This design comes from an exercise in tuning for small area, a short achievable clock period and few clock cycles on the open sky130 flow, not from production work.
Where RTL was checked, it was by simulation tests only, not by an equivalence proof against the original.
For runs 1 to 3, only the layout was checked, not whether the RTL still works.
No activity file was given, so power comes from the tool's default toggle rates.

--- flow/design.v ---
module cpu (
  output [15:0] imem_addr,
  input  [15:0] imem_rdata,
  output [15:0] dmem_addr,
  input  [15:0] dmem_rdata,
  output [15:0] dmem_wdata,
  output        dmem_write,
  input         start,
  input         stop,
  input         CLK,
  input         RSTN
  );
  reg  [15:0] pc;         
  reg         run;        
  reg  [15:0] ir;         
  reg         rv;         
  reg  [15:0] ra, rb;     
  reg         e_st;       
  reg         e_wen;      
  reg         e_mlt;      
  reg         e_ml2;      
  reg  [15:0] mq;         
  reg         e_ld, e_sgt;
  reg  [2:0]  e_dst;
  reg  [127:0] rf;        
  reg  [7:0]  rvld;       
  reg  [7:0]  zf;         
  reg         e_add;      
  wire [1:0] op = ir[15:14];
  wire [2:0] fd = ir[13:11];
  wire [2:0] fs = ir[10:8];
  wire [2:0] ft = ir[7:5];
  wire [4:0] fn = ir[4:0];
  wire [15:0] imm = {{8{ir[7]}}, ir[7:0]};
  wire op0   = (op == 2'b00);
  wire d_st  = op0 & (fd == 3'b000) & (fn == 5'b00000);
  wire d_ld  = op0 & (ft == 3'b000) & (fn == 5'b00001);
  wire d_add = op0 & (fn == 5'b00010);
  wire d_sgt = op0 & (fn == 5'b00100);
  wire d_mlt = op0 & (fn == 5'b00101);
  wire d_li  = (op == 2'b01) & (fs == 3'b000);
  wire d_b   = (op == 2'b10) & (fd == 3'b000) & (fs == 3'b000);
  wire d_bnz = (op == 2'b10) & (fd == 3'b001);
  wire d_bz  = (op == 2'b10) & (fd == 3'b010);
  wire [15:0] sum = ra + rb;
  wire gt = ra > rb;
  wire [15:0] res = ({16{e_ld}} & dmem_rdata) | {16{e_sgt & gt}} | ({16{e_add}} & sum);
  wire z_add = ((ra ^ rb) == {ra[14:0] | rb[14:0], 1'b0});
  wire z_ex  = e_sgt ? ~gt : z_add;
  wire [15:0] m1_s, m1_c, m2_s, m2_c;
  wire as1 = (rb[0] & ra[6]) ^ (rb[1] & ra[5]);
  wire ac2 = (rb[0] & ra[6]) & (rb[1] & ra[5]);
  wire as3 = (rb[0] & ra[7]) ^ (rb[1] & ra[6]) ^ (rb[2] & ra[5]);
  wire ac4 = ((rb[0] & ra[7]) & (rb[1] & ra[6])) | ((rb[0] & ra[7]) & (rb[2] & ra[5])) | ((rb[1] & ra[6]) & (rb[2] & ra[5]));
  wire as5 = (rb[3] & ra[4]) ^ (rb[4] & ra[3]);
  wire ac6 = (rb[3] & ra[4]) & (rb[4] & ra[3]);
  wire as7 = (rb[0] & ra[8]) ^ (rb[1] & ra[7]) ^ (rb[2] & ra[6]);
  wire ac8 = ((rb[0] & ra[8]) & (rb[1] & ra[7])) | ((rb[0] & ra[8]) & (rb[2] & ra[6])) | ((rb[1] & ra[7]) & (rb[2] & ra[6]));
  wire as9 = (rb[3] & ra[5]) ^ (rb[4] & ra[4]) ^ (rb[5] & ra[3]);
  wire ac10 = ((rb[3] & ra[5]) & (rb[4] & ra[4])) | ((rb[3] & ra[5]) & (rb[5] & ra[3])) | ((rb[4] & ra[4]) & (rb[5] & ra[3]));
  wire as11 = (rb[0] & ra[9]) ^ (rb[1] & ra[8]) ^ (rb[2] & ra[7]);
  wire ac12 = ((rb[0] & ra[9]) & (rb[1] & ra[8])) | ((rb[0] & ra[9]) & (rb[2] & ra[7])) | ((rb[1] & ra[8]) & (rb[2] & ra[7]));
  wire as13 = (rb[3] & ra[6]) ^ (rb[4] & ra[5]) ^ (rb[5] & ra[4]);
  wire ac14 = ((rb[3] & ra[6]) & (rb[4] & ra[5])) | ((rb[3] & ra[6]) & (rb[5] & ra[4])) | ((rb[4] & ra[5]) & (rb[5] & ra[4]));
  wire as15 = (rb[0] & ra[10]) ^ (rb[1] & ra[9]) ^ (rb[2] & ra[8]);
  wire ac16 = ((rb[0] & ra[10]) & (rb[1] & ra[9])) | ((rb[0] & ra[10]) & (rb[2] & ra[8])) | ((rb[1] & ra[9]) & (rb[2] & ra[8]));
  wire as17 = (rb[3] & ra[7]) ^ (rb[4] & ra[6]) ^ (rb[5] & ra[5]);
  wire ac18 = ((rb[3] & ra[7]) & (rb[4] & ra[6])) | ((rb[3] & ra[7]) & (rb[5] & ra[5])) | ((rb[4] & ra[6]) & (rb[5] & ra[5]));
  wire as19 = (rb[0] & ra[11]) ^ (rb[1] & ra[10]) ^ (rb[2] & ra[9]);
  wire ac20 = ((rb[0] & ra[11]) & (rb[1] & ra[10])) | ((rb[0] & ra[11]) & (rb[2] & ra[9])) | ((rb[1] & ra[10]) & (rb[2] & ra[9]));
  wire as21 = (rb[3] & ra[8]) ^ (rb[4] & ra[7]) ^ (rb[5] & ra[6]);
  wire ac22 = ((rb[3] & ra[8]) & (rb[4] & ra[7])) | ((rb[3] & ra[8]) & (rb[5] & ra[6])) | ((rb[4] & ra[7]) & (rb[5] & ra[6]));
  wire as23 = (rb[0] & ra[12]) ^ (rb[1] & ra[11]) ^ (rb[2] & ra[10]);
  wire ac24 = ((rb[0] & ra[12]) & (rb[1] & ra[11])) | ((rb[0] & ra[12]) & (rb[2] & ra[10])) | ((rb[1] & ra[11]) & (rb[2] & ra[10]));
  wire as25 = (rb[3] & ra[9]) ^ (rb[4] & ra[8]) ^ (rb[5] & ra[7]);
  wire ac26 = ((rb[3] & ra[9]) & (rb[4] & ra[8])) | ((rb[3] & ra[9]) & (rb[5] & ra[7])) | ((rb[4] & ra[8]) & (rb[5] & ra[7]));
  wire as27 = (rb[0] & ra[13]) ^ (rb[1] & ra[12]) ^ (rb[2] & ra[11]);
  wire ac28 = ((rb[0] & ra[13]) & (rb[1] & ra[12])) | ((rb[0] & ra[13]) & (rb[2] & ra[11])) | ((rb[1] & ra[12]) & (rb[2] & ra[11]));
  wire as29 = (rb[3] & ra[10]) ^ (rb[4] & ra[9]) ^ (rb[5] & ra[8]);
  wire ac30 = ((rb[3] & ra[10]) & (rb[4] & ra[9])) | ((rb[3] & ra[10]) & (rb[5] & ra[8])) | ((rb[4] & ra[9]) & (rb[5] & ra[8]));
  wire as31 = (rb[0] & ra[14]) ^ (rb[1] & ra[13]) ^ (rb[2] & ra[12]);
  wire ac32 = ((rb[0] & ra[14]) & (rb[1] & ra[13])) | ((rb[0] & ra[14]) & (rb[2] & ra[12])) | ((rb[1] & ra[13]) & (rb[2] & ra[12]));
  wire as33 = (rb[3] & ra[11]) ^ (rb[4] & ra[10]) ^ (rb[5] & ra[9]);
  wire ac34 = ((rb[3] & ra[11]) & (rb[4] & ra[10])) | ((rb[3] & ra[11]) & (rb[5] & ra[9])) | ((rb[4] & ra[10]) & (rb[5] & ra[9]));
  wire as35 = (rb[0] & ra[15]) ^ (rb[1] & ra[14]) ^ (rb[2] & ra[13]);
  wire as37 = (rb[3] & ra[12]) ^ (rb[4] & ra[11]) ^ (rb[5] & ra[10]);
  wire as39 = (rb[0] & ra[4]) ^ (rb[1] & ra[3]);
  wire ac40 = (rb[0] & ra[4]) & (rb[1] & ra[3]);
  wire as41 = (rb[0] & ra[5]) ^ (rb[1] & ra[4]) ^ (rb[2] & ra[3]);
  wire ac42 = ((rb[0] & ra[5]) & (rb[1] & ra[4])) | ((rb[0] & ra[5]) & (rb[2] & ra[3])) | ((rb[1] & ra[4]) & (rb[2] & ra[3]));
  wire as43 = (rb[3] & ra[2]) ^ (rb[4] & ra[1]);
  wire ac44 = (rb[3] & ra[2]) & (rb[4] & ra[1]);
  wire as45 = (rb[2] & ra[4]) ^ (rb[3] & ra[3]) ^ (rb[4] & ra[2]);
  wire ac46 = ((rb[2] & ra[4]) & (rb[3] & ra[3])) | ((rb[2] & ra[4]) & (rb[4] & ra[2])) | ((rb[3] & ra[3]) & (rb[4] & ra[2]));
  wire as47 = (rb[5] & ra[1]) ^ (rb[6] & ra[0]) ^ as1;
  wire ac48 = ((rb[5] & ra[1]) & (rb[6] & ra[0])) | ((rb[5] & ra[1]) & as1) | ((rb[6] & ra[0]) & as1);
  wire as49 = (rb[5] & ra[2]) ^ (rb[6] & ra[1]) ^ (rb[7] & ra[0]);
  wire ac50 = ((rb[5] & ra[2]) & (rb[6] & ra[1])) | ((rb[5] & ra[2]) & (rb[7] & ra[0])) | ((rb[6] & ra[1]) & (rb[7] & ra[0]));
  wire as51 = as3 ^ as5 ^ ac2;
  wire ac52 = (as3 & as5) | (as3 & ac2) | (as5 & ac2);
  wire as53 = (rb[6] & ra[2]) ^ (rb[7] & ra[1]) ^ as7;
  wire ac54 = ((rb[6] & ra[2]) & (rb[7] & ra[1])) | ((rb[6] & ra[2]) & as7) | ((rb[7] & ra[1]) & as7);
  wire as55 = as9 ^ ac4 ^ ac6;
  wire ac56 = (as9 & ac4) | (as9 & ac6) | (ac4 & ac6);
  wire as57 = (rb[6] & ra[3]) ^ (rb[7] & ra[2]) ^ as11;
  wire ac58 = ((rb[6] & ra[3]) & (rb[7] & ra[2])) | ((rb[6] & ra[3]) & as11) | ((rb[7] & ra[2]) & as11);
  wire as59 = as13 ^ ac8 ^ ac10;
  wire ac60 = (as13 & ac8) | (as13 & ac10) | (ac8 & ac10);
  wire as61 = (rb[6] & ra[4]) ^ (rb[7] & ra[3]) ^ as15;
  wire ac62 = ((rb[6] & ra[4]) & (rb[7] & ra[3])) | ((rb[6] & ra[4]) & as15) | ((rb[7] & ra[3]) & as15);
  wire as63 = as17 ^ ac12 ^ ac14;
  wire ac64 = (as17 & ac12) | (as17 & ac14) | (ac12 & ac14);
  wire as65 = (rb[6] & ra[5]) ^ (rb[7] & ra[4]) ^ as19;
  wire ac66 = ((rb[6] & ra[5]) & (rb[7] & ra[4])) | ((rb[6] & ra[5]) & as19) | ((rb[7] & ra[4]) & as19);
  wire as67 = as21 ^ ac16 ^ ac18;
  wire ac68 = (as21 & ac16) | (as21 & ac18) | (ac16 & ac18);
  wire as69 = (rb[6] & ra[6]) ^ (rb[7] & ra[5]) ^ as23;
  wire ac70 = ((rb[6] & ra[6]) & (rb[7] & ra[5])) | ((rb[6] & ra[6]) & as23) | ((rb[7] & ra[5]) & as23);
  wire as71 = as25 ^ ac20 ^ ac22;
  wire ac72 = (as25 & ac20) | (as25 & ac22) | (ac20 & ac22);
  wire as73 = (rb[6] & ra[7]) ^ (rb[7] & ra[6]) ^ as27;
  wire ac74 = ((rb[6] & ra[7]) & (rb[7] & ra[6])) | ((rb[6] & ra[7]) & as27) | ((rb[7] & ra[6]) & as27);
  wire as75 = as29 ^ ac24 ^ ac26;
  wire ac76 = (as29 & ac24) | (as29 & ac26) | (ac24 & ac26);
  wire as77 = (rb[6] & ra[8]) ^ (rb[7] & ra[7]) ^ as31;
  wire ac78 = ((rb[6] & ra[8]) & (rb[7] & ra[7])) | ((rb[6] & ra[8]) & as31) | ((rb[7] & ra[7]) & as31);
  wire as79 = as33 ^ ac28 ^ ac30;
  wire ac80 = (as33 & ac28) | (as33 & ac30) | (ac28 & ac30);
  wire as81 = (rb[6] & ra[9]) ^ (rb[7] & ra[8]) ^ as35;
  wire as83 = as37 ^ ac32 ^ ac34;
  wire as85 = (rb[0] & ra[3]) ^ (rb[1] & ra[2]);
  wire ac86 = (rb[0] & ra[3]) & (rb[1] & ra[2]);
  wire as87 = (rb[2] & ra[2]) ^ (rb[3] & ra[1]) ^ (rb[4] & ra[0]);
  wire ac88 = ((rb[2] & ra[2]) & (rb[3] & ra[1])) | ((rb[2] & ra[2]) & (rb[4] & ra[0])) | ((rb[3] & ra[1]) & (rb[4] & ra[0]));
  wire as89 = (rb[5] & ra[0]) ^ as41 ^ as43;
  wire ac90 = ((rb[5] & ra[0]) & as41) | ((rb[5] & ra[0]) & as43) | (as41 & as43);
  wire as91 = as45 ^ as47 ^ ac42;
  wire ac92 = (as45 & as47) | (as45 & ac42) | (as47 & ac42);
  wire as93 = as49 ^ as51 ^ ac46;
  wire ac94 = (as49 & as51) | (as49 & ac46) | (as51 & ac46);
  wire as95 = as53 ^ as55 ^ ac50;
  wire ac96 = (as53 & as55) | (as53 & ac50) | (as55 & ac50);
  wire as97 = as57 ^ as59 ^ ac54;
  wire ac98 = (as57 & as59) | (as57 & ac54) | (as59 & ac54);
  wire as99 = as61 ^ as63 ^ ac58;
  wire ac100 = (as61 & as63) | (as61 & ac58) | (as63 & ac58);
  wire as101 = as65 ^ as67 ^ ac62;
  wire ac102 = (as65 & as67) | (as65 & ac62) | (as67 & ac62);
  wire as103 = as69 ^ as71 ^ ac66;
  wire ac104 = (as69 & as71) | (as69 & ac66) | (as71 & ac66);
  wire as105 = as73 ^ as75 ^ ac70;
  wire ac106 = (as73 & as75) | (as73 & ac70) | (as75 & ac70);
  wire as107 = as77 ^ as79 ^ ac74;
  wire ac108 = (as77 & as79) | (as77 & ac74) | (as79 & ac74);
  wire as109 = as81 ^ as83 ^ ac78;
  wire as111 = (rb[0] & ra[2]) ^ (rb[1] & ra[1]);
  wire ac112 = (rb[0] & ra[2]) & (rb[1] & ra[1]);
  wire as113 = (rb[2] & ra[1]) ^ (rb[3] & ra[0]) ^ as85;
  wire ac114 = ((rb[2] & ra[1]) & (rb[3] & ra[0])) | ((rb[2] & ra[1]) & as85) | ((rb[3] & ra[0]) & as85);
  wire as115 = as39 ^ as87 ^ ac86;
  wire ac116 = (as39 & as87) | (as39 & ac86) | (as87 & ac86);
  wire as117 = ac40 ^ as89 ^ ac88;
  wire ac118 = (ac40 & as89) | (ac40 & ac88) | (as89 & ac88);
  wire as119 = ac44 ^ as91 ^ ac90;
  wire ac120 = (ac44 & as91) | (ac44 & ac90) | (as91 & ac90);
  wire as121 = ac48 ^ as93 ^ ac92;
  wire ac122 = (ac48 & as93) | (ac48 & ac92) | (as93 & ac92);
  wire as123 = ac52 ^ as95 ^ ac94;
  wire ac124 = (ac52 & as95) | (ac52 & ac94) | (as95 & ac94);
  wire as125 = ac56 ^ as97 ^ ac96;
  wire ac126 = (ac56 & as97) | (ac56 & ac96) | (as97 & ac96);
  wire as127 = ac60 ^ as99 ^ ac98;
  wire ac128 = (ac60 & as99) | (ac60 & ac98) | (as99 & ac98);
  wire as129 = ac64 ^ as101 ^ ac100;
  wire ac130 = (ac64 & as101) | (ac64 & ac100) | (as101 & ac100);
  wire as131 = ac68 ^ as103 ^ ac102;
  wire ac132 = (ac68 & as103) | (ac68 & ac102) | (as103 & ac102);
  wire as133 = ac72 ^ as105 ^ ac104;
  wire ac134 = (ac72 & as105) | (ac72 & ac104) | (as105 & ac104);
  wire as135 = ac76 ^ as107 ^ ac106;
  wire ac136 = (ac76 & as107) | (ac76 & ac106) | (as107 & ac106);
  wire as137 = ac80 ^ as109 ^ ac108;
  assign m1_s = {as137, as135, as133, as131, as129, as127, as125, as123, as121, as119, as117, as115, as113, (rb[2] & ra[0]), (rb[0] & ra[1]), (rb[0] & ra[0])};
  assign m1_c = {ac136, ac134, ac132, ac130, ac128, ac126, ac124, ac122, ac120, ac118, ac116, ac114, ac112, as111, (rb[1] & ra[0]), 1'b0};
  wire bs139 = ra[15] ^ rb[15];
  wire bs141 = ra[12] ^ rb[12];
  wire bc142 = ra[12] & rb[12];
  wire bs143 = ra[13] ^ rb[13] ^ (mq[0] & mq[13]);
  wire bc144 = (ra[13] & rb[13]) | (ra[13] & (mq[0] & mq[13])) | (rb[13] & (mq[0] & mq[13]));
  wire bs145 = (mq[1] & mq[12]) ^ (mq[2] & mq[11]);
  wire bc146 = (mq[1] & mq[12]) & (mq[2] & mq[11]);
  wire bs147 = ra[14] ^ rb[14] ^ (mq[0] & mq[14]);
  wire bc148 = (ra[14] & rb[14]) | (ra[14] & (mq[0] & mq[14])) | (rb[14] & (mq[0] & mq[14]));
  wire bs149 = (mq[1] & mq[13]) ^ (mq[2] & mq[12]) ^ (mq[3] & mq[11]);
  wire bc150 = ((mq[1] & mq[13]) & (mq[2] & mq[12])) | ((mq[1] & mq[13]) & (mq[3] & mq[11])) | ((mq[2] & mq[12]) & (mq[3] & mq[11]));
  wire bs151 = (mq[4] & mq[10]) ^ (mq[5] & mq[9]);
  wire bc152 = (mq[4] & mq[10]) & (mq[5] & mq[9]);
  wire bs153 = (mq[0] & mq[15]) ^ (mq[1] & mq[14]) ^ (mq[2] & mq[13]);
  wire bs155 = (mq[3] & mq[12]) ^ (mq[4] & mq[11]) ^ (mq[5] & mq[10]);
  wire bs157 = (mq[6] & mq[9]) ^ (mq[7] & mq[8]) ^ bs139;
  wire bs159 = ra[10] ^ rb[10];
  wire bc160 = ra[10] & rb[10];
  wire bs161 = ra[11] ^ rb[11] ^ (mq[0] & mq[11]);
  wire bc162 = (ra[11] & rb[11]) | (ra[11] & (mq[0] & mq[11])) | (rb[11] & (mq[0] & mq[11]));
  wire bs163 = (mq[1] & mq[10]) ^ (mq[2] & mq[9]);
  wire bc164 = (mq[1] & mq[10]) & (mq[2] & mq[9]);
  wire bs165 = (mq[0] & mq[12]) ^ (mq[1] & mq[11]) ^ (mq[2] & mq[10]);
  wire bc166 = ((mq[0] & mq[12]) & (mq[1] & mq[11])) | ((mq[0] & mq[12]) & (mq[2] & mq[10])) | ((mq[1] & mq[11]) & (mq[2] & mq[10]));
  wire bs167 = (mq[3] & mq[9]) ^ (mq[4] & mq[8]) ^ bs141;
  wire bc168 = ((mq[3] & mq[9]) & (mq[4] & mq[8])) | ((mq[3] & mq[9]) & bs141) | ((mq[4] & mq[8]) & bs141);
  wire bs169 = (mq[3] & mq[10]) ^ (mq[4] & mq[9]) ^ (mq[5] & mq[8]);
  wire bc170 = ((mq[3] & mq[10]) & (mq[4] & mq[9])) | ((mq[3] & mq[10]) & (mq[5] & mq[8])) | ((mq[4] & mq[9]) & (mq[5] & mq[8]));
  wire bs171 = bs143 ^ bs145 ^ bc142;
  wire bc172 = (bs143 & bs145) | (bs143 & bc142) | (bs145 & bc142);
  wire bs173 = (mq[6] & mq[8]) ^ bs147 ^ bs149;
  wire bc174 = ((mq[6] & mq[8]) & bs147) | ((mq[6] & mq[8]) & bs149) | (bs147 & bs149);
  wire bs175 = bs151 ^ bc144 ^ bc146;
  wire bc176 = (bs151 & bc144) | (bs151 & bc146) | (bc144 & bc146);
  wire bs177 = bs153 ^ bs155 ^ bs157;
  wire bs179 = bc148 ^ bc150 ^ bc152;
  wire bs181 = ra[9] ^ rb[9];
  wire bc182 = ra[9] & rb[9];
  wire bs183 = (mq[0] & mq[10]) ^ (mq[1] & mq[9]) ^ (mq[2] & mq[8]);
  wire bc184 = ((mq[0] & mq[10]) & (mq[1] & mq[9])) | ((mq[0] & mq[10]) & (mq[2] & mq[8])) | ((mq[1] & mq[9]) & (mq[2] & mq[8]));
  wire bs185 = (mq[3] & mq[8]) ^ bs161 ^ bs163;
  wire bc186 = ((mq[3] & mq[8]) & bs161) | ((mq[3] & mq[8]) & bs163) | (bs161 & bs163);
  wire bs187 = bs165 ^ bs167 ^ bc162;
  wire bc188 = (bs165 & bs167) | (bs165 & bc162) | (bs167 & bc162);
  wire bs189 = bs169 ^ bs171 ^ bc166;
  wire bc190 = (bs169 & bs171) | (bs169 & bc166) | (bs171 & bc166);
  wire bs191 = bs173 ^ bs175 ^ bc170;
  wire bc192 = (bs173 & bs175) | (bs173 & bc170) | (bs175 & bc170);
  wire bs193 = bs177 ^ bs179 ^ bc174;
  wire bs195 = ra[8] ^ rb[8];
  wire bc196 = ra[8] & rb[8];
  wire bs197 = (mq[0] & mq[9]) ^ (mq[1] & mq[8]) ^ bs181;
  wire bc198 = ((mq[0] & mq[9]) & (mq[1] & mq[8])) | ((mq[0] & mq[9]) & bs181) | ((mq[1] & mq[8]) & bs181);
  wire bs199 = bs159 ^ bs183 ^ bc182;
  wire bc200 = (bs159 & bs183) | (bs159 & bc182) | (bs183 & bc182);
  wire bs201 = bc160 ^ bs185 ^ bc184;
  wire bc202 = (bc160 & bs185) | (bc160 & bc184) | (bs185 & bc184);
  wire bs203 = bc164 ^ bs187 ^ bc186;
  wire bc204 = (bc164 & bs187) | (bc164 & bc186) | (bs187 & bc186);
  wire bs205 = bc168 ^ bs189 ^ bc188;
  wire bc206 = (bc168 & bs189) | (bc168 & bc188) | (bs189 & bc188);
  wire bs207 = bc172 ^ bs191 ^ bc190;
  wire bc208 = (bc172 & bs191) | (bc172 & bc190) | (bs191 & bc190);
  wire bs209 = bc176 ^ bs193 ^ bc192;
  assign m2_s = {bs209, bs207, bs205, bs203, bs201, bs199, bs197, (mq[0] & mq[8]), ra[7], ra[6], ra[5], ra[4], ra[3], ra[2], ra[1], ra[0]};
  assign m2_c = {bc208, bc206, bc204, bc202, bc200, bc198, bc196, bs195, rb[7], rb[6], rb[5], rb[4], rb[3], rb[2], rb[1], rb[0]};
  wire [15:0] rf_s = rf[{fs, 4'b0000} +: 16];
  wire [15:0] rf_t = rf[{ft, 4'b0000} +: 16];
  wire fwd_s = e_wen & (e_dst == fs);
  wire fwd_t = e_wen & (e_dst == ft);
  wire busy = e_mlt | e_ml2;
  wire sa_f = ~busy & ~d_li & fwd_s;
  wire sa_r = ~busy & ~d_li & ~fwd_s & rvld[fs];
  wire sb_i = ~busy & d_li;
  wire sb_f = ~busy & ~d_li & fwd_t;
  wire sb_r = ~busy & ~d_li & ~fwd_t & rvld[ft];
  wire [15:0] ra_d = ({16{e_mlt}} & m1_s) | ({16{e_ml2}} & m2_s) |
                     ({16{sa_f}} & res) | ({16{sa_r}} & rf_s);
  wire [15:0] rb_d = ({16{e_mlt}} & m1_c) | ({16{e_ml2}} & m2_c) |
                     ({16{sb_f}} & res) | ({16{sb_r}} & rf_t) | ({16{sb_i}} & imm);
  wire zs = fwd_s ? z_ex : zf[fs];
  wire hazard = (d_bnz | d_bz) & e_wen & e_ld & (e_dst == fs);
  wire taken  = d_b | (d_bnz & ~zs) | (d_bz & zs);
  wire issue  = rv & run & ~busy & ~hazard;
  wire fetch  = ~rv | issue;
  wire [8:0]  lo_t   = {1'b0, pc[7:0]} + {1'b0, ir[7:0]};
  wire [8:0]  lo_i   = {1'b0, pc[7:0]} + 9'd1;
  wire [7:0]  hi_inc = pc[15:8] + 8'd1;
  wire [7:0]  hi_dec = pc[15:8] - 8'd1;
  wire [15:0] pc_inc = {lo_i[8] ? hi_inc : pc[15:8], lo_i[7:0]};
  wire [15:0] target = {(lo_t[8] & ~ir[7]) ? hi_inc :
                        (~lo_t[8] & ir[7]) ? hi_dec : pc[15:8], lo_t[7:0]};
  always @(posedge CLK or negedge RSTN) begin
    if (!RSTN) begin
      pc    <= 16'h0000;
      run   <= 1'b0;
      rv    <= 1'b0;
      e_st  <= 1'b0;
      e_wen <= 1'b0;
      e_mlt <= 1'b0;
      e_ml2 <= 1'b0;
      rvld  <= 8'h00;
      zf    <= 8'hff;
    end else begin
      if (start)
        run <= 1'b1;
      else if (stop)
        run <= 1'b0;
      if (issue & taken) begin
        pc <= target;
        rv <= 1'b0;
      end else if (fetch) begin
        pc <= pc_inc;
        rv <= 1'b1;
      end
      e_st  <= issue & d_st;
      e_wen <= (issue & (d_ld | d_add | d_sgt | d_li)) | e_ml2;
      e_mlt <= issue & d_mlt;
      e_ml2 <= e_mlt;
      if (e_wen) begin
        rvld[e_dst] <= 1'b1;
        zf[e_dst]   <= e_ld ? (dmem_rdata == 16'h0000) : z_ex;
      end
    end
  end
  always @(posedge CLK) begin
    if (fetch)
      ir <= imem_rdata;
    ra <= ra_d;
    rb <= rb_d;
    mq <= {ra[7:0], rb[15:8]};
    if (busy) begin
      e_ld  <= 1'b0;
      e_sgt <= 1'b0;
      e_add <= 1'b1;
    end else begin
      e_ld  <= d_ld;
      e_sgt <= d_sgt;
      e_add <= ~d_ld & ~d_sgt;
      e_dst <= fd;
    end
  end
  genvar i;
  generate
    for (i = 0; i < 8; i = i + 1) begin : g_rf
      always @(posedge CLK) begin
        if (e_wen && e_dst == i)
          rf[16*i +: 16] <= res;
      end
    end
  endgenerate
  assign imem_addr  = pc;
  assign dmem_addr  = ra;
  assign dmem_wdata = rb;
  assign dmem_write = e_st;
endmodule
--- flow/run.sh ---
#!/bin/bash
# synth_recipe.tcl (not shown) runs the flow's synth.tcl, then flattens the netlist and writes it again
# the make line also repeats each setting of config.mk as NAME=value (left out here)
make -C /OpenROAD-flow-scripts/flow DESIGN_CONFIG=/design/flow/config.mk WORK_HOME=/design/flow/orfs CLKGATE_MAP_FILE= SYNTH_SCRIPT=/design/flow/synth_recipe.tcl finish
--- flow/config.mk ---
export PLATFORM = sky130hd
export DESIGN_NAME = cpu
export DESIGN_NICKNAME = cpu
export VERILOG_FILES = /design/flow/design.v
export SDC_FILE = /design/flow/constraint.sdc
export NUM_CORES = 4
export LEC_CHECK = 0
export CAP_MARGIN = 20
export CORE_MARGIN = 2
export CORE_UTILIZATION = 40
export PLACE_DENSITY = 0.6
export SETUP_SLACK_MARGIN = 5
export SLEW_MARGIN = 20
--- flow/constraint.sdc ---
create_clock -name core_clock -period 8.0 [get_ports {CLK}]
set_input_delay 1.6000 -clock core_clock [delete_from_list [all_inputs] [get_ports {CLK}]]
set_output_delay 1.6000 -clock core_clock [all_outputs]
set_load 0.01 [all_outputs]
==> results of run 1 <==
-- power breakdown --
part | internal [W] | total [W] | switching [W]
logic | 0.000966 | 0.00206 | 0.00109
registers | 0.00152 | 0.00170 | 0.000180
clock network | 0.000720 | 0.00120 | 0.000483
total | 0.00321 | 0.00496 | 0.00176
-- per-stage QoR --
step                      utilization  power, W  instances  setup WS, ps
after floorplan                     -   0.00266       1288          4810
after global placement          0.446   0.00314       1833          4260
after detailed placement        0.446   0.00316       1833          4170
after CTS                       0.511   0.00470       1986          4620
after global routing            0.541   0.00519       2041          4490
final                           0.541   0.00496       2041          4610
-- Yosys cell counts, types with 7 or more instances --
cell,number,area [sq um]
a21o_1,8,60.1
a21oi_1,48,240
a221oi_1,19,166
and2_1,22,138
buf_1,10,37.5
buf_2,7,35.0
clkbuf_1,43,161
dfrtp_1,30,751
dfstp_2,8,210
dfxtp_1,51,1020
edfxtp_1,147,4410
fa_1,80,1600
ha_1,73,913
inv_1,126,473
mux2_2,7,78.8
mux2i_1,22,220
mux4_2,70,1580
nand2_1,142,533
nand2b_1,11,68.8
nand3_1,23,115
nand4_1,15,93.8
nor2_1,67,251
nor3_1,19,95.1
o21ai_0,44,220
o21ai_1,7,35.0
o221ai_1,13,114
o22ai_1,7,43.8
xnor2_1,42,368
xor2_1,33,289
-- metal layers --
metal,wire length [um],part of all wire
met2,22400,0.48
met1,19500,0.41
met4,1420,0.030
met3,3740,0.080
met5,0,0
-- timing repair --
item / 4_1_cts / 5_1_grt
pin swaps: 54 / 101
setup endpoints to repair: 234 / 180
resized for setup: 251 / 168
setup buffers: 105 / 53
cloned: 3 / 2
-- path summary, 6_finish.rpt --
path                       slack (ps)      to    from  cells after the start
max                              4610  pc[11]   ir[0]                     17
min                               370   mq[7]  rb[15]                      0
max reg2reg                      4610  pc[11]   ir[0]                     17
min reg2reg                       370   mq[7]  rb[15]                      0
max in group asynchronous        6190   pc[1]    RSTN                      1
min in group asynchronous        1190  pc[14]    RSTN                      1
-- final cells by class --
class | count | area (sq um) | area share
Timing Repair Buffer | 256 | 2380 | 0.117
Sequential cell | 236 | 6540 | 0.323
Tap cell | 511 | 639 | 0.0316
Inverter | 129 | 552 | 0.0272
Multi-Input combinational cell | 864 | 9320 | 0.460
Clock buffer | 31 | 668 | 0.0330
Clock inverter | 14 | 174 | 0.00858
-- sequential cells by signal, indices dropped and copies added, names as in the netlist, 3 cells and up --
| signal | count |
|---|---|
| rf | 128 |
| ir | 16 |
| mq | 16 |
| pc | 16 |
| ra | 16 |
| rb | 16 |
| rvld | 8 |
| zf | 8 |
| e_dst | 3 |
-- layout by cell type, fill, tap and decap left out, drive strengths merged, types with 30 or more instances in the layout --
master	count
a21oi	49
o21ai	51
xor2	33
buf	171
nand2	142
inv	123
clkbuf	34
dfrtp	30
fa	80
mux4	70
nor2	68
xnor2	42
clkdlybuf4s50	32
ha	73
edfxtp	147
dlygate4sd2	44
dfxtp	51
-- cell families (layout without fill, tap and decap cells) --
group,Yosys count,after routing
xor gates and xnor gates,75,75
muxes,99,102
AOI/OAI and AO/OA,195,195
and+or+nand+nor,339,339
buffers and inverters,191,430
DFF,236,236
adders and majority gates,153,153
-- critical path: stages (launching register included) --
cell      delay (ps)
edfxtp_1         400
ha_2             200
inv_2             50
fa_2             190
inv_2             40
a21oi_2          120
o21ai_2           80
a21o_1           160
a21o_1           160
a21o_1           180
a21o_1           210
ha_4             190
nor4_4           320
mux2i_4          140
buf_4            150
or4_4            410
a21oi_2          140
xor2_1           170
==> results.cfg, run 1 <==
[routing]
wl_per_cell_um = 23.1
vias_per_cell = 5.66
vias = 11500
drc = 0
postRouteAntennaNets = 0
routed_wl_mm = 47.1
dr.pass1.iters = 5
drt_first_iter_violations = 999

[finish]
fillers = 3095
diodes = 0
nNetsFinal = 1701
area_growth_pct = 34.0
drive_gt1_frac = 0.381
final_area_sq_um = 20300

[yosys]
synthAdderAreaFrac = 0.166
synth_top_family_by_area = adder cells
synth_mux_area_frac = 0.124
synth_xor_area_frac = 0.0434
ys_warn_count = 1
synth_fp_nets = 1477
syn_area_sq_um = 15100
synth-compound-area-share = 0.0866
postSynthCellCount = 1288
async_flop_share = 0.161
ys_types = 73
ys.flop_type = edfxtp_1
syn_avg_cell_area_sq_um = 11.7
ys_seq_area_frac = 0.423
yosys.area_share.simple = 0.108
ys_ff_latch = 236
synth_edf_count = 147

[timing]
period_needed_ps = 3390
max_clock_freq_ghz = 0.295
finalSetupViolations = 0
grt_setup_unrepaired = yes
tns_ps = 0
fin_crit_sh = 0.423
slew_violations = 0
slew_headroom = 0.200
worst_slew_pin_slew_ps = 1190
clock-skew-final_ps = 21.6
hold_ws_ps = 375
hold_viol_final = 0

[pwr]
powerDensity_nw_per_um2 = 245
vdd_drop_max_mv = 0.159
p_leak_nw = 7.62

[global_routing]
grt_pass1_wl_mm = 68.7
grt.met3_usage = 0.0419
gr-usage-all-layers = 0.232
grt-ovfl-total = 0
gr-usage-met2 = 0.373
grt_antenna_before_repair = 0
use_met1 = 0.322
grt_max_degree = 39
grt_pass1_vias = 11400
grt.busiest_layer = met2

[place]
port-buffer-count = 84
globalplace.congestion = 0.921
place_area_sq_um = 16700
hpwlAfterDp_mm = 30.3

[cts]
cts_tree = done
clock_latency_ps = 540
hold_buffers = 0
path_clk_slew_ps = 60
numCtsBuffers = 25
clkSinkCount = 236
cts-root-buf = clkbuf_16
clk_path_buf_depth = 3
htreeDepth = 1

[die]
row_count = 71
die_y_um = 198
start_util = 0.404
die_area_sq_um = 39400
die_w_um = 198
ios = 85
core_sq_um = 37500

[critical_path]
cp_max_fo = 4
endpoint_kind = register
arrival_ps = 3840
crit_required_ps = 8460
worstSetupPathType = register to register
startpoint_type = register

[run]
cap_violations = 0

[worst_hold_path]
worstHoldPathType = register to register

[outcome]
status = complete, no violations
==> run 2: changes to the inputs <==
--- a/flow/config.mk
+++ b/flow/config.mk
@@ -9,5 +9,5 @@
 export CORE_MARGIN = 2
 export CORE_UTILIZATION = 40
 export PLACE_DENSITY = 0.6
-export SETUP_SLACK_MARGIN = 5
+export SETUP_SLACK_MARGIN = 4.4
 export SLEW_MARGIN = 20
==> run 2 against run 1 <==
Via count decreased by 7.4%. Clock-buffer cell count decreased by 2. Utilization decreased by 5.8 points. Clock skew decreased by 4.0 ps. Die area unchanged. Non-clock buffer count decreased by 126. Sequential power about the same. Critical path type unchanged. Highest routed layer is now met5.
==> results.cfg, run 2 <==
[cts]
numCtsBuffers = 26
cts-root-buf = clkbuf_16
path_clk_slew_ps = 60
clock_latency_ps = 550
clk_path_buf_depth = 3
clkSinkCount = 236
cts_tree = done
hold_buffers = 0
htreeDepth = 1

[place]
globalplace.congestion = 0.924
place_area_sq_um = 16500
dp_slack_ps = 3630
dp.cells = 1835
port-buffer-count = 84
hpwlAfterDp_mm = 31.1

[global_routing]
grt-ovfl-total = 0
grt_pass1_wl_mm = 65.3
grt_pass1_vias = 10500
grt_max_degree = 39
grt_antenna_before_repair = 1
gr-usage-all-layers = 0.223

[finish]
layoutNonFillerInstCount = 1915
largest_reg_flops = 128
diodes = 0
final_common_cell = edfxtp_1
largest-register = rf
final_area_sq_um = 18100
layout_common_cells = edfxtp_1 (147), nand2_1 (142), inv_1 (118)
area_growth_pct = 19.7
nNetsFinal = 1573
drive_gt1_frac = 0.195

[yosys]
syn_avg_cell_area_sq_um = 11.7
ys_seq_area_frac = 0.423
ys_types = 73
synth_top_area_share = 0.292
synth_fp_nets = 1477
synth_edf_count = 147
synth_area_leaders = edfxtp_1 (29%), fa_1 (11%), mux4_2 (10%)
ys_warn_count = 1
yosysMostFrequentCell = edfxtp_1
synth_top_area_cell = edfxtp_1
postSynthCellCount = 1288
ys.flop_type = edfxtp_1
syn_area_sq_um = 15100
async_flop_share = 0.161
ys_ff_latch = 236
yosys-top-cells-count = edfxtp_1 (147), nand2_1 (142), inv_1 (126), fa_1 (80), ha_1 (73)

[worst_hold_path]
worstHoldPathType = register to register
hold_depth = 0

[die]
die_area_sq_um = 39400
row_count = 71
die_w_um = 198
ios = 85
core_sq_um = 37500
die_y_um = 198
start_util = 0.404

[routing]
postRouteAntennaNets = 0
drc = 0
vias_per_cell = 5.58
routed_wl_mm = 43.7
drt_first_iter_violations = 697
vias = 10700
wl_per_cell_um = 22.8
dr.pass1.iters = 5

[critical_path]
cp_max_fo = 9
path_depth = 12
cp_top_family = simple AND/OR/NAND/NOR gates
slowest_delay_ps = 530
slowest_stage = or4_4
crit_required_ps = 8460
worstSetupPathType = register to register
worst-path-buf-inv = 2
endpoint_kind = register
arrival_ps = 4000
reg2reg_depth = 12
path_cells = inv_2 > ha_2 > xnor2_1 > or4_4 > nor4_4 > o31a_1 > o21a_4 > mux2i_2 > buf_6 > mux2_4 > a21oi_1 > xor2_1
startpoint_type = register
r2r_slack_ps = 4460

[timing]
worst_slew_pin_slew_ps = 1110
slew_violations = 0
finalSetupViolations = 0
clock-skew-final_ps = 17.6
max_clock_freq_ghz = 0.283
slew_headroom = 0.260
hold_viol_final = 0
tns_ps = 0
setup_ws_ps = 4460
fin_crit_sh = 0.442
period_needed_ps = 3540
grt_setup_unrepaired = no

[run]
cap_violations = 0

[pwr]
vdd_drop_max_mv = 0.146
p_leak_nw = 6.54
powerDensity_nw_per_um2 = 254

[outcome]
status = complete, no violations
-- run 2: cell counts after synthesis --
No cell type changed its count.
-- run 2: what timing repair did --
item / CTS / global route
endpoints found under the setup margin: 155 / 85
pin swaps: 2 / 12
setup buffers: 8 / 23
gates cloned: 1 / 0
resized for setup: 65 / 54
-- run 2: power breakdown --
part / internal, W / total [W] / leakage [nW] / switching (W)
Sequential: 0.00151 / 0.00172 / 2.26 / 0.000206
Combinational: 0.000672 / 0.00152 / 3.81 / 0.000846
Clock: 0.000845 / 0.00136 / 0.458 / 0.000517
Total: 0.00303 / 0.00460 / 6.54 / 0.00157
-- run 2: cell type report --
type                            instances  area (sq um)
Inverter                              129           503
Sequential cell                       236          6470
Multi-Input combinational cell        861          8330
Clock inverter                         19           290
Fill cell                            3378         19400
Timing Repair Buffer                  130          1190
Tap cell                              511           639
Clock buffer                           29           683
-- run 2: logic make-up (layout without fill, tap and decap cells) --
family | Yosys count | after routing | share of synthesized area
fa+ha+maj | 153 | 153 | 0.166
mux | 99 | 99 | 0.124
buf+inv | 191 | 307 | 0.0487
simple gates | 339 | 339 | 0.108
xor+xnor | 75 | 75 | 0.0434
flops | 236 | 236 | 0.423
compound gates | 195 | 195 | 0.0866
-- run 2: metal layers --
layer  part of all wire  GRT usage  routed length, um
met5            0.00018          0                  8
met4              0.032     0.0727               1400
met3              0.073     0.0359               3180
met2               0.47      0.356              20400
met1               0.43      0.313              18800
-- run 2: worst paths after layout --
| path | from | endpoint |
|---|---|---|
| min in group asynchronous | RSTN | rvld[7] |
| min reg2reg | rb[13] | mq[5] |
| max in group asynchronous | RSTN | pc[0] |
| max reg2reg | ra[6] | pc[15] |
| min | rb[13] | mq[5] |
| max | ra[6] | pc[15] |
-- run 2: through the flow --
| stage | power [W] | hold slack, ps | util |
|---|---|---|---|
| after global placement | 0.00308 | 387 | 0.439 |
| after floorplan | 0.00257 | 352 | - |
| after detailed placement | 0.00309 | 395 | 0.439 |
| after CTS | 0.00452 | 405 | 0.472 |
| after global routing | 0.00482 | 424 | 0.483 |
| final | 0.00460 | 412 | 0.483 |
==> run 3: changes to the inputs <==
--- a/flow/design.v
+++ b/flow/design.v
@@ -43,7 +43,19 @@
   wire d_bnz = (op == 2'b10) & (fd == 3'b001);
   wire d_bz  = (op == 2'b10) & (fd == 3'b010);
   wire [15:0] sum = ra + rb;
-  wire gt = ra > rb;
+  reg [15:0] cg, cl;
+  integer q, r;
+  always @* begin
+    cg = ra & ~rb;
+    cl = ~ra & rb;
+    for (q = 1; q < 16; q = q * 2)
+      for (r = 15; r >= 0; r = r - 1)
+        if ((r % (2 * q)) == (2 * q - 1)) begin
+          cg[r] = cg[r] | (~cl[r] & cg[r - q]);
+          cl[r] = cl[r] | (~cg[r] & cl[r - q]);
+        end
+  end
+  wire gt = cg[15];
   wire [15:0] res = ({16{e_ld}} & dmem_rdata) | {16{e_sgt & gt}} | ({16{e_add}} & sum);
   wire z_add = ((ra ^ rb) == {ra[14:0] | rb[14:0], 1'b0});
   wire z_ex  = e_sgt ? ~gt : z_add;
@@ -262,11 +274,11 @@
                      ({16{sa_f}} & res) | ({16{sa_r}} & rf_s);
   wire [15:0] rb_d = ({16{e_mlt}} & m1_c) | ({16{e_ml2}} & m2_c) |
                      ({16{sb_f}} & res) | ({16{sb_r}} & rf_t) | ({16{sb_i}} & imm);
-  wire zs = fwd_s ? z_ex : zf[fs];
   wire hazard = (d_bnz | d_bz) & e_wen & e_ld & (e_dst == fs);
-  wire taken  = d_b | (d_bnz & ~zs) | (d_bz & zs);
   wire issue  = rv & run & ~busy & ~hazard;
   wire fetch  = ~rv | issue;
+  wire tk1 = issue & (d_b | d_bz);
+  wire tk0 = issue & (d_b | d_bnz);
   wire [8:0]  lo_t   = {1'b0, pc[7:0]} + {1'b0, ir[7:0]};
   wire [8:0]  lo_i   = {1'b0, pc[7:0]} + 9'd1;
   wire [7:0]  hi_inc = pc[15:8] + 8'd1;
@@ -274,6 +286,15 @@
   wire [15:0] pc_inc = {lo_i[8] ? hi_inc : pc[15:8], lo_i[7:0]};
   wire [15:0] target = {(lo_t[8] & ~ir[7]) ? hi_inc :
                         (~lo_t[8] & ir[7]) ? hi_dec : pc[15:8], lo_t[7:0]};
+  wire [15:0] pc_n  = fetch ? pc_inc : pc;
+  wire [15:0] pc_z1 = tk1 ? target : pc_n;
+  wire [15:0] pc_z0 = tk0 ? target : pc_n;
+  wire        rv_z1 = ~tk1 & (rv | fetch);
+  wire        rv_z0 = ~tk0 & (rv | fetch);
+  wire [15:0] pc_r  = zf[fs] ? pc_z1 : pc_z0;
+  wire        rv_r  = zf[fs] ? rv_z1 : rv_z0;
+  wire [15:0] pc_d  = ~fwd_s ? pc_r : z_ex ? pc_z1 : pc_z0;
+  wire        rv_d  = ~fwd_s ? rv_r : z_ex ? rv_z1 : rv_z0;
   always @(posedge CLK or negedge RSTN) begin
     if (!RSTN) begin
       pc    <= 16'h0000;
@@ -290,13 +311,8 @@
         run <= 1'b1;
       else if (stop)
         run <= 1'b0;
-      if (issue & taken) begin
-        pc <= target;
-        rv <= 1'b0;
-      end else if (fetch) begin
-        pc <= pc_inc;
-        rv <= 1'b1;
-      end
+      pc <= pc_d;
+      rv <= rv_d;
       e_st  <= issue & d_st;
       e_wen <= (issue & (d_ld | d_add | d_sgt | d_li)) | e_ml2;
       e_mlt <= issue & d_mlt;
--- a/flow/config.mk
+++ b/flow/config.mk
@@ -9,5 +9,5 @@
 export CORE_MARGIN = 2
 export CORE_UTILIZATION = 40
 export PLACE_DENSITY = 0.6
-export SETUP_SLACK_MARGIN = 4.4
+export SETUP_SLACK_MARGIN = 5
 export SLEW_MARGIN = 20
==> run 3 against run 2 <==
Still clean on timing, DRC and antenna. Final area up 8.5%. Synthesized cell count is 1.8% higher. Worst hold slack got worse by 25 ps. Combinational power rose by 12%. Via count increased by 7.3%. Fmax increased by 5.5%. Largest cell class unchanged.
==> results.cfg, run 3 <==
[finish]
final_common_cell = edfxtp_1
diodes = 0
layout_common_cells = edfxtp_1 (147), inv_1 (98), buf_4 (90)
area_growth_pct = 26.4
nNetsFinal = 1687
fillers = 3341
drive_gt1_frac = 0.303
multiInputGateArea_sq_um = 9090
largest-register = rf
largest_reg_flops = 128
regArea_sq_um = 6520

[global_routing]
grt_max_degree = 39
grt_pass1_vias = 11800
grt_pass1_wl_mm = 72.8
grt_antenna_before_repair = 0
grt.busiest_layer = met2
gr-usage-all-layers = 0.236
use_met1 = 0.331
gr-usage-met2 = 0.374
grt.met3_usage = 0.0329
grt-ovfl-total = 0

[timing]
period_needed_ps = 3350
fin_crit_sh = 0.419
slew_violations = 0
clock-skew-final_ps = 25.4
worst_slew_pin_slew_ps = 1230
slew_headroom = 0.180
hold_ws_ps = 388
hold_viol_final = 0
tns_ps = 0
max_clock_freq_ghz = 0.298
grt_setup_unrepaired = yes
finalSetupViolations = 0

[yosys]
syn_area_sq_um = 15500
async_flop_share = 0.161
syn_avg_cell_area_sq_um = 11.9
postSynthCellCount = 1311
ys.flop_type = edfxtp_1
yosysMostFrequentCell = edfxtp_1
yosys-top-cells-count = edfxtp_1 (147), inv_1 (137), nor2_1 (101), nand2_1 (92), ha_1 (88)
synth_fp_nets = 1515
ys_warn_count = 1
synth_top_area_cell = edfxtp_1
ys_types = 70
ys_seq_area_frac = 0.411
ys_ff_latch = 236
synth_area_leaders = edfxtp_1 (28%), fa_1 (10%), mux4_2 (10%)
synth_edf_count = 147
synth_top_area_share = 0.284

[critical_path]
r2r_slack_ps = 4650
reg2reg_depth = 10
arrival_ps = 3680
r2r-end = rb[12]
reg2reg_from = ra[6]
startpoint_type = register
crit_required_ps = 8330
cp_max_fo = 7
endpoint_kind = register
worstSetupPathType = register to register

[cts]
clock_latency_ps = 560
hold_buffers = 0
cts-root-buf = clkbuf_16
clkSinkCount = 236
cts_tree = done
clk_path_buf_depth = 3
htreeDepth = 1
numCtsBuffers = 27
path_clk_slew_ps = 80

[worst_hold_path]
min_to = mq[4]
hold_depth = 0
min-delay-start = rb[12]
worstHoldPathType = register to register

[die]
row_count = 72
die_w_um = 201
start_util = 0.404
core_sq_um = 38500
ios = 85
die_y_um = 201
die_area_sq_um = 40500

[outcome]
status = complete, no violations

[run]
cap_violations = 0

[place]
hpwlAfterDp_mm = 32.5
globalplace.congestion = 0.963
port-buffer-count = 84

[routing]
dr.pass1.iters = 5
wl_per_cell_um = 23.6
vias = 11500
routed_wl_mm = 47.6
vias_per_cell = 5.67
drc = 0
drt_first_iter_violations = 1084
postRouteAntennaNets = 0

[pwr]
powerDensity_nw_per_um2 = 234
vdd_drop_max_mv = 0.133
p_leak_nw = 7.63
-- run 3: cell count changes after synthesis, moves of 9 or more --
cell	previous run	this run
nand2_1	142	92
nor2_1	67	101
o21ai_0	44	22
ha_1	73	88
mux2i_1	22	35
inv_1	126	137
and2_1	22	32
nand3_1	23	14
-- run 3: layout make-up --
type	count	area share
timing repair buffer	203	0.0972
tap	518	0.0330
sequential	236	0.332
clock inverter	13	0.00783
clock buffer	36	0.0366
multi-input combinational	876	0.463
inverter	139	0.0311
-- run 3: logic make-up (layout without fill, tap and decap cells) --
group           Yosys count  count (layout)  synth area share
compound gates          182             183            0.0859
simple gates            330             330             0.103
fa+ha+maj               168             168             0.174
mux                     118             118             0.133
xor+xnor                 77              77            0.0434
flops                   236             236             0.411
buf+inv                 200             391            0.0495
-- run 3: critical path: stages (launching register included) --
cell	delay [ps]
dfxtp_4	390
clkinvlp_4	240
nor2_4	180
fa_1	410
fa_1	500
inv_1	60
fa_2	540
fa_2	220
inv_2	30
a222oi_1	290
o211ai_1	280
-- run 3: routing by layer --
metal  part of all wire  routed length, um
met1               0.44              20800
met2               0.46              21800
met3              0.068               3260
met4              0.038               1830
met5                  0                  0
-- run 3: worst max-delay path by stage --
stage	from	endpoint	slack, ps	cells past startpoint
2_1_floorplan	ra[11]	ra[15]	4940	13
6_report	ra[6]	rb[12]	4650	10
5_1_grt	ra[6]	pc[10]	4560	12
3_5_place_dp	rb[6]	pc[10]	3840	10
3_3_place_gp	rb[7]	pc[10]	3780	10
4_1_cts	rb[5]	rb[12]	4700	11
-- run 3: power breakdown --
part           total (W)  internal (W)  switching (W)
clock network    0.00125      0.000730       0.000517
registers        0.00165       0.00149       0.000155
logic            0.00171      0.000734       0.000975
total            0.00460       0.00296        0.00165
-- run 3: through the flow --
stage / instances / setup slack, ps / util / cell area (sq um) / power (W)
2_1_floorplan: 1311 / 4940 / - / 15700 / 0.00250
3_3_place_gp: 1866 / 3780 / 0.442 / 17000 / 0.00303
3_5_place_dp: 1866 / 3840 / 0.442 / 17000 / 0.00303
4_1_cts: 1994 / 4700 / 0.496 / 19100 / 0.00450
5_1_grt: 2021 / 4560 / 0.511 / 19600 / 0.00481
6_report: 2021 / 4650 / 0.511 / 19600 / 0.00460
-- run 3: what timing repair did --
| item | 4_1_cts | 5_1_grt |
|---|---|---|
| gates cloned | 1 | 1 |
| buffers inserted | 78 | 26 |
| gates resized for setup | 229 | 81 |
| pin swaps | 38 | 33 |
| endpoints found under the setup margin | 234 | 166 |
==> run 4: changes to the inputs <==
--- a/flow/design.v
+++ b/flow/design.v
@@ -23,7 +23,6 @@
   reg         e_ld, e_sgt;
   reg  [2:0]  e_dst;
   reg  [127:0] rf;        
-  reg  [7:0]  rvld;       
   reg  [7:0]  zf;         
   reg         e_add;      
   wire [1:0] op = ir[15:14];
@@ -266,10 +265,10 @@
   wire fwd_t = e_wen & (e_dst == ft);
   wire busy = e_mlt | e_ml2;
   wire sa_f = ~busy & ~d_li & fwd_s;
-  wire sa_r = ~busy & ~d_li & ~fwd_s & rvld[fs];
+  wire sa_r = ~busy & ~d_li & ~fwd_s & ~zf[fs];
   wire sb_i = ~busy & d_li;
   wire sb_f = ~busy & ~d_li & fwd_t;
-  wire sb_r = ~busy & ~d_li & ~fwd_t & rvld[ft];
+  wire sb_r = ~busy & ~d_li & ~fwd_t & ~zf[ft];
   wire [15:0] ra_d = ({16{e_mlt}} & m1_s) | ({16{e_ml2}} & m2_s) |
                      ({16{sa_f}} & res) | ({16{sa_r}} & rf_s);
   wire [15:0] rb_d = ({16{e_mlt}} & m1_c) | ({16{e_ml2}} & m2_c) |
@@ -304,7 +303,6 @@
       e_wen <= 1'b0;
       e_mlt <= 1'b0;
       e_ml2 <= 1'b0;
-      rvld  <= 8'h00;
       zf    <= 8'hff;
     end else begin
       if (start)
@@ -318,7 +316,6 @@
       e_mlt <= issue & d_mlt;
       e_ml2 <= e_mlt;
       if (e_wen) begin
-        rvld[e_dst] <= 1'b1;
         zf[e_dst]   <= e_ld ? (dmem_rdata == 16'h0000) : z_ex;
       end
     end
==> run 4 against run 3 <==
Combinational power grew 8%. Still clean. Register-to-register slack better by 40 ps. Highest routed layer unchanged. Utilization grew 0.85 points.
==> results.cfg, run 4 <==
[die]
start_util = 0.403
ios = 85
core_sq_um = 37300
die_area_sq_um = 39200
row_count = 71
die_y_um = 198
die_w_um = 198

[routing]
drc = 0
drt_first_iter_violations = 963
dr.pass1.iters = 5
routed_wl_mm = 45.1
vias_per_cell = 5.69
postRouteAntennaNets = 0
wl_per_cell_um = 23.3
vias = 11000

[place]
globalplace.congestion = 0.897
port-buffer-count = 84
place_area_sq_um = 16500
dp_slack_ps = 4020
hpwlAfterDp_mm = 30.6

[timing]
slew_headroom = 0.256
grt_setup_unrepaired = yes
hold_viol_final = 0
period_needed_ps = 3310
tns_ps = 0
max_clock_freq_ghz = 0.302
setup_ws_ps = 4690
clock-skew-final_ps = 13.7
worst_slew_pin_slew_ps = 1120
finalSetupViolations = 0
slew_violations = 0
fin_crit_sh = 0.414

[critical_path]
crit_required_ps = 8390
worst-path-buf-inv = 2
worstSetupPathType = register to register
cp_top_family = adder cells
endpoint_kind = register
slowest_delay_ps = 650
startpoint_type = register
arrival_ps = 3700
slowest_stage = fa_2
cp_max_fo = 7
path_cells = clkinvlp_4 > nor2_4 > fa_1 > fa_1 > inv_2 > fa_2 > fa_2 > o221a_4 > o21ai_0

[yosys]
async_flop_share = 0.132
ys_ff_latch = 228
yosysMostFrequentCell = edfxtp_1
ys_warn_count = 1
synth_edf_count = 147
synth_fp_nets = 1477
postSynthCellCount = 1274
ys_seq_area_frac = 0.412
yosys-top-cells-count = edfxtp_1 (147), inv_1 (118), nand2_1 (112), nor2_1 (111), ha_1 (87)
ys.flop_type = edfxtp_1
synth_top_area_cell = edfxtp_1
synth_top_family_by_area = adder cells
synth-compound-area-share = 0.0880
synth_area_leaders = edfxtp_1 (29%), fa_1 (11%), mux4_2 (10%)
yosys.area_share.simple = 0.103
ys_types = 74
syn_area_sq_um = 15000
synth_mux_area_frac = 0.124
synth_xor_area_frac = 0.0477
synthAdderAreaFrac = 0.179
synth_top_area_share = 0.293
syn_avg_cell_area_sq_um = 11.8

[cts]
numCtsBuffers = 25
clock_latency_ps = 530
path_clk_slew_ps = 60
cts-root-buf = clkbuf_16
cts_tree = done
clk_path_buf_depth = 3
hold_buffers = 0
htreeDepth = 1
clkSinkCount = 228

[global_routing]
grt_pass1_vias = 11200
grt_antenna_before_repair = 0
grt_max_degree = 39
gr-usage-all-layers = 0.229
grt_pass1_wl_mm = 67.2
grt-ovfl-total = 0

[finish]
final_area_sq_um = 19400
nNetsFinal = 1651
fillers = 3161
layout_common_cells = edfxtp_1 (147), nand2_1 (106), buf_4 (88)
largest_reg_flops = 128
final_common_cell = edfxtp_1
area_growth_pct = 28.8
diodes = 0
drive_gt1_frac = 0.327
largest-register = rf

[pwr]
finalPower_w = 0.00455
powerDensity_nw_per_um2 = 235
p_leak_nw = 7.40
vdd_drop_max_mv = 0.125

[run]
cap_violations = 0

[outcome]
status = complete, no violations

[worst_hold_path]
worstHoldPathType = register to register
## run 4: changes by cell type in the layout (fill, tap and decap cells not counted), moves of 8 or more
cell | previous run | this run
nand2_1 | 89 | 106
xnor2_2 | 1 | 9
a21oi_1 | 35 | 27
mux2_2 | 13 | 5
mux2i_1 | 30 | 22
inv_1 | 98 | 86
xnor2_1 | 44 | 35
nor2_4 | 9 | 17
## run 4: kinds of logic after synthesis
| family | after synthesis |
|---|---|
| and+or+nand+nor | 336 |
| DFF | 228 |
| AOI/OAI and AO/OA | 183 |
| buffers and inverters | 178 |
| adders and majority gates | 167 |
| muxes | 101 |
| xor gates and xnor gates | 81 |
## run 4: worst paths after layout
kind                        start    end  slack, ps  cells past startpoint
setup / recovery            ra[6]  ra[9]       4690                      9
hold reg to reg            rb[15]  mq[7]        400                      0
max in group asynchronous    RSTN  pc[6]       6160                      2
hold / removal             rb[15]  mq[7]        400                      0
min in group asynchronous    RSTN  e_wen       1500                      2
setup reg to reg            ra[6]  ra[9]       4690                      9
## run 4: area by class of cell
cell class                 count  area [sq um]  share of cell area
multi-input combinational    870          9290               0.480
sequential                   228          6310               0.326
timing repair buffer         200          1850              0.0956
clock buffer                  26           629              0.0325
tap                          474           593              0.0306
inverter                     123           558              0.0288
clock inverter                17           136             0.00704
## run 4: what timing repair did
item	4_1_cts	5_1_grt
resized for setup	195	175
buffers inserted	68	34
pin swaps	23	47
gates cloned	0	3
endpoints found under the setup margin	230	174
hold endpoints to repair	0	0
## run 4: power breakdown
part / switching, W / total, W / internal, W / leakage (nW)
clock: 0.000472 / 0.00110 / 0.000632 / 0.374
sequential: 0.000157 / 0.00160 / 0.00144 / 2.14
combinational: 0.00102 / 0.00184 / 0.000821 / 4.88
## run 4: through the flow
step | cells | hold slack [ps] | utilization
5_1_grt | 1938 | 405 | 0.519
4_1_cts | 1900 | 400 | 0.489
3_5_place_dp | 1789 | 416 | 0.441
6_report | 1938 | 398 | 0.519
2_1_floorplan | 1274 | 349 | -
3_3_place_gp | 1789 | 411 | 0.441
## run 4: layer usage
| metal | part of all wire | track usage | vias up | wire, um |
|---|---|---|---|---|
| met5 | 0 | 0 | - | 0 |
| met4 | 0.041 | 0.0844 | 0 | 1850 |
| met3 | 0.061 | 0.0245 | 109 | 2760 |
| met2 | 0.48 | 0.377 | 409 | 21500 |
| met1 | 0.42 | 0.315 | 5590 | 19000 |
| li1 | - | - | 4919 | - |
## run 4: worst register-to-register path: cells and delay by family (launching register included)
kind / cells / cell delay [ps]
compound gates: 2 / 270
flops: 1 / 390
buf+inv: 2 / 260
fa+ha+maj: 4 / 2080
simple gates: 1 / 180
Testbench counts of run 4, summed over its fixed seeds: cycles 33,795.
==> run 5: changes to the inputs <==
--- a/flow/config.mk
+++ b/flow/config.mk
@@ -9,5 +9,6 @@
 export CORE_MARGIN = 2
 export CORE_UTILIZATION = 40
 export PLACE_DENSITY = 0.6
-export SETUP_SLACK_MARGIN = 5
+export SETUP_SLACK_MARGIN = 4.6
 export SLEW_MARGIN = 20
+export TNS_END_PERCENT = 0
==> run 5 against run 4 <==
Register-to-register slack worse by 260 ps. Highest routed layer unchanged. Final area down 10%. Area after synthesis unchanged. Combinational power down 21%. Clock power up 9%. Still clean. Sequential power about the same.
==> results.cfg, run 5 <==
[pwr]
p_comb_frac = 0.341
p_leak_nw = 6.58
powerDensity_nw_per_um2 = 245
switchingPower_w = 0.00151
p_sw_frac = 0.354
clock_power_share = 0.280
vdd_drop_max_mv = 0.165
pwr-share-seq = 0.379
p_int_w = 0.00276

[yosys]
synth_edf_count = 147
synth_xor_area_frac = 0.0477
postSynthCellCount = 1274
syn_area_sq_um = 15000
yosysMostFrequentCell = edfxtp_1
synth_top_family_by_area = adder cells
synth-compound-area-share = 0.0880
synthAdderAreaFrac = 0.179
yosys-top-cells-count = edfxtp_1 (147), inv_1 (118), nand2_1 (112), nor2_1 (111), ha_1 (87)
ys_ff_latch = 228
ys_warn_count = 1
synth_top_area_cell = edfxtp_1
synth_area_leaders = edfxtp_1 (29%), fa_1 (11%), mux4_2 (10%)
yosys.area_share.simple = 0.103
synth_mux_area_frac = 0.124
ys_types = 74
syn_avg_cell_area_sq_um = 11.8
ys_seq_area_frac = 0.412
synth_top_area_share = 0.293
async_flop_share = 0.132
ys.flop_type = edfxtp_1
synth_fp_nets = 1477

[cts]
path_clk_slew_ps = 70
cts-root-buf = clkbuf_16
htreeDepth = 1
clkSinkCount = 228
clk_path_buf_depth = 3
numCtsBuffers = 26
cts_tree = done
clock_latency_ps = 540

[routing]
vias_per_cell = 5.72
drt_first_iter_violations = 1043
dr.pass1.iters = 5
postRouteAntennaNets = 0
wl_met2_mm = 20.4
drc = 0
drt-met1-wl_mm = 18.9
routed_wl_mm = 43.4
wl_per_cell_um = 23.5
vias = 10600
top_layer = met4
wl_met3_mm = 2.64

[critical_path]
reg2reg_from = ra[4]
r2r-end = rb[11]
slowest_stage = nor4_1
r2r_slack_ps = 4430
crit_required_ps = 8450
arrival_ps = 4080
startpoint = dmem_rdata[5]
startpoint_type = input pin
cp_max_fo = 5
slowest_delay_ps = 650
endpoint_kind = register
path_cells = clkdlybuf4s50_1 > nor4_1 > a41oi_1 > a31oi_2 > nand2_1 > o31ai_1
reg2reg_depth = 10
worstSetupPathType = input pin to register
crit_end = zf[3]

[die]
core_sq_um = 37300
die_w_um = 198
ios = 85
die_area_sq_um = 39200
die_y_um = 198
start_util = 0.403
row_count = 71

[timing]
max_clock_freq_ghz = 0.275
slew_headroom = 0.261
worst_slew_pin_slew_ps = 1110
finalSetupViolations = 0
tns_ps = 0
fin_crit_sh = 0.455
period_needed_ps = 3640
clock-skew-final_ps = 14.3
grt_setup_unrepaired = yes
slew_violations = 0
setup_ws_ps = 4360
hold_viol_final = 0

[finish]
fillers = 3354
drive_gt1_frac = 0.149
layoutNonFillerInstCount = 1846
largest_reg_flops = 128
largest-register = rf
diodes = 0
final_common_cell = edfxtp_1
layout_common_cells = edfxtp_1 (147), nand2_1 (112), inv_1 (110)
area_growth_pct = 15.9
nNetsFinal = 1556
final_area_sq_um = 17400

[place]
hpwlAfterDp_mm = 31.1
dp_slack_ps = 3580
dp.cells = 1788
place_area_sq_um = 16300
port-buffer-count = 84
globalplace.congestion = 0.928

[global_routing]
grt-ovfl-total = 0
grt_max_degree = 39
grt_pass1_vias = 10800
gr-usage-all-layers = 0.224
grt_antenna_before_repair = 0
grt_pass1_wl_mm = 66.1

[run]
cap_violations = 0

[outcome]
status = complete, no violations

[worst_hold_path]
hold_depth = 0
worstHoldPathType = register to register
run 5: changes by cell type in the layout (fill, tap and decap cells not counted), sizes merged:
cell and delta:
buf -93, clkbuf +6, clkdlybuf4s15 -2, clkdlybuf4s50 +51, clkinv -3, clkinvlp -4
dlygate4sd2 -46, dlymetal6s2s -3, inv +4, mux2 -2
run 5: per-layer routing:
layer,track usage,up-vias
li1,-,4718
met1,0.310,5423
met2,0.364,334
met3,0.0319,82
met4,0.0746,0
met5,0,-
run 5: worst min path at each step:
stage,from,endpoint,slack [ps]
final,ra[5],mq[13],460
after global routing,ra[6],mq[14],460
after CTS,rb[15],mq[7],460
after detailed placement,rb[15],mq[7],450
after global placement,rb[15],mq[7],450
after floorplan,e_mlt,e_ml2,350
run 5: final cells by class:
cell class	instances	area [sq um]	area share
well taps	474	593	0.0340
clock inverters	14	126	0.00725
inverters	123	482	0.0276
repair buffers	106	1020	0.0586
clock buffers	33	718	0.0412
flip-flops and latches	228	6240	0.358
multi-input cells	868	8260	0.474
run 5: through the flow:
stage	hold WS, ps	utilization	power [W]
after floorplan	349	-	0.00250
after global placement	451	0.438	0.00302
after detailed placement	451	0.438	0.00304
after CTS	456	0.465	0.00427
after global routing	461	0.467	0.00450
final	455	0.467	0.00428
run 5: repair_timing:
item / in CTS / in global routing
hold buffers: 0 / 0
endpoints found under the setup margin: 182 / 152
resized for setup: 48 / 12
pin swaps: 6 / 3
endpoints found under the hold margin: 0 / 0
gates cloned: 0 / 0
setup buffers: 8 / 3
run 5: power groups by stage:
stage	sequential (W)	combinational (W)	clock, W
floorplan	0.00159	0.000915	0
global placement	0.00164	0.00138	0
detailed placement	0.00164	0.00140	0
CTS	0.00162	0.00144	0.00121
global route	0.00164	0.00161	0.00126
finish	0.00162	0.00146	0.00120
run 5: logic make-up (layout without fill, tap and decap cells):
kind of cell,after synthesis,after routing
AOI/OAI and AO/OA,183,183
xor gates and xnor gates,81,81
adders and majority gates,167,167
buffers and inverters,178,276
DFF,228,228
muxes,101,101
and+or+nand+nor,336,336
run 5: worst max-delay path, delay by kind of cell:
family / cells / cell delay, ps
compound gates: 3 / 1110
buf+inv: 1 / 540
simple gates: 2 / 830

==> what the ideal ports hide <==
The results above use ideal ports. As a check the final layouts listed here were re-extracted and re-timed, cells and wires unchanged. Step 1: set_driving_cell puts a clkbuf_16 on CLK and a buf_2 on each other input, an assumption about the parent block. Step 2 moves the port delays by t, midway between the first and last clock arrival at a register: inputs arrive t later, outputs are due t later. That takes back most of the time a late clock gives input paths. Slacks: no drivers / after step 1 / after step 2; pairs: no drivers / after step 1.
run | t, ns | setup slack, ns | hold WS [ns] | worst register clock-pin slew, ns
run 1 | 0.579 | 4.613 / 4.613 / 4.463 | 0.375 / 0.375 / 0.375 | 0.07 / 0.07
run 2 | 0.599 | 4.465 / 4.465 / 3.902 | 0.412 / 0.412 / 0.412 | 0.07 / 0.07
run 3 | 0.598 | 4.648 / 4.648 / 4.477 | 0.388 / 0.388 / 0.388 | 0.08 / 0.08
run 4 | 0.575 | 4.687 / 4.687 / 4.511 | 0.398 / 0.398 / 0.398 | 0.07 / 0.07
run 5 | 0.590 | 4.362 / 4.390 / 3.800 | 0.455 / 0.455 / 0.455 | 0.07 / 0.07
After both steps every run listed still meets setup and hold. The setup slack of run 2, which loses most, moves by 0.000 ns with the drivers and by -0.563 ns with both steps.
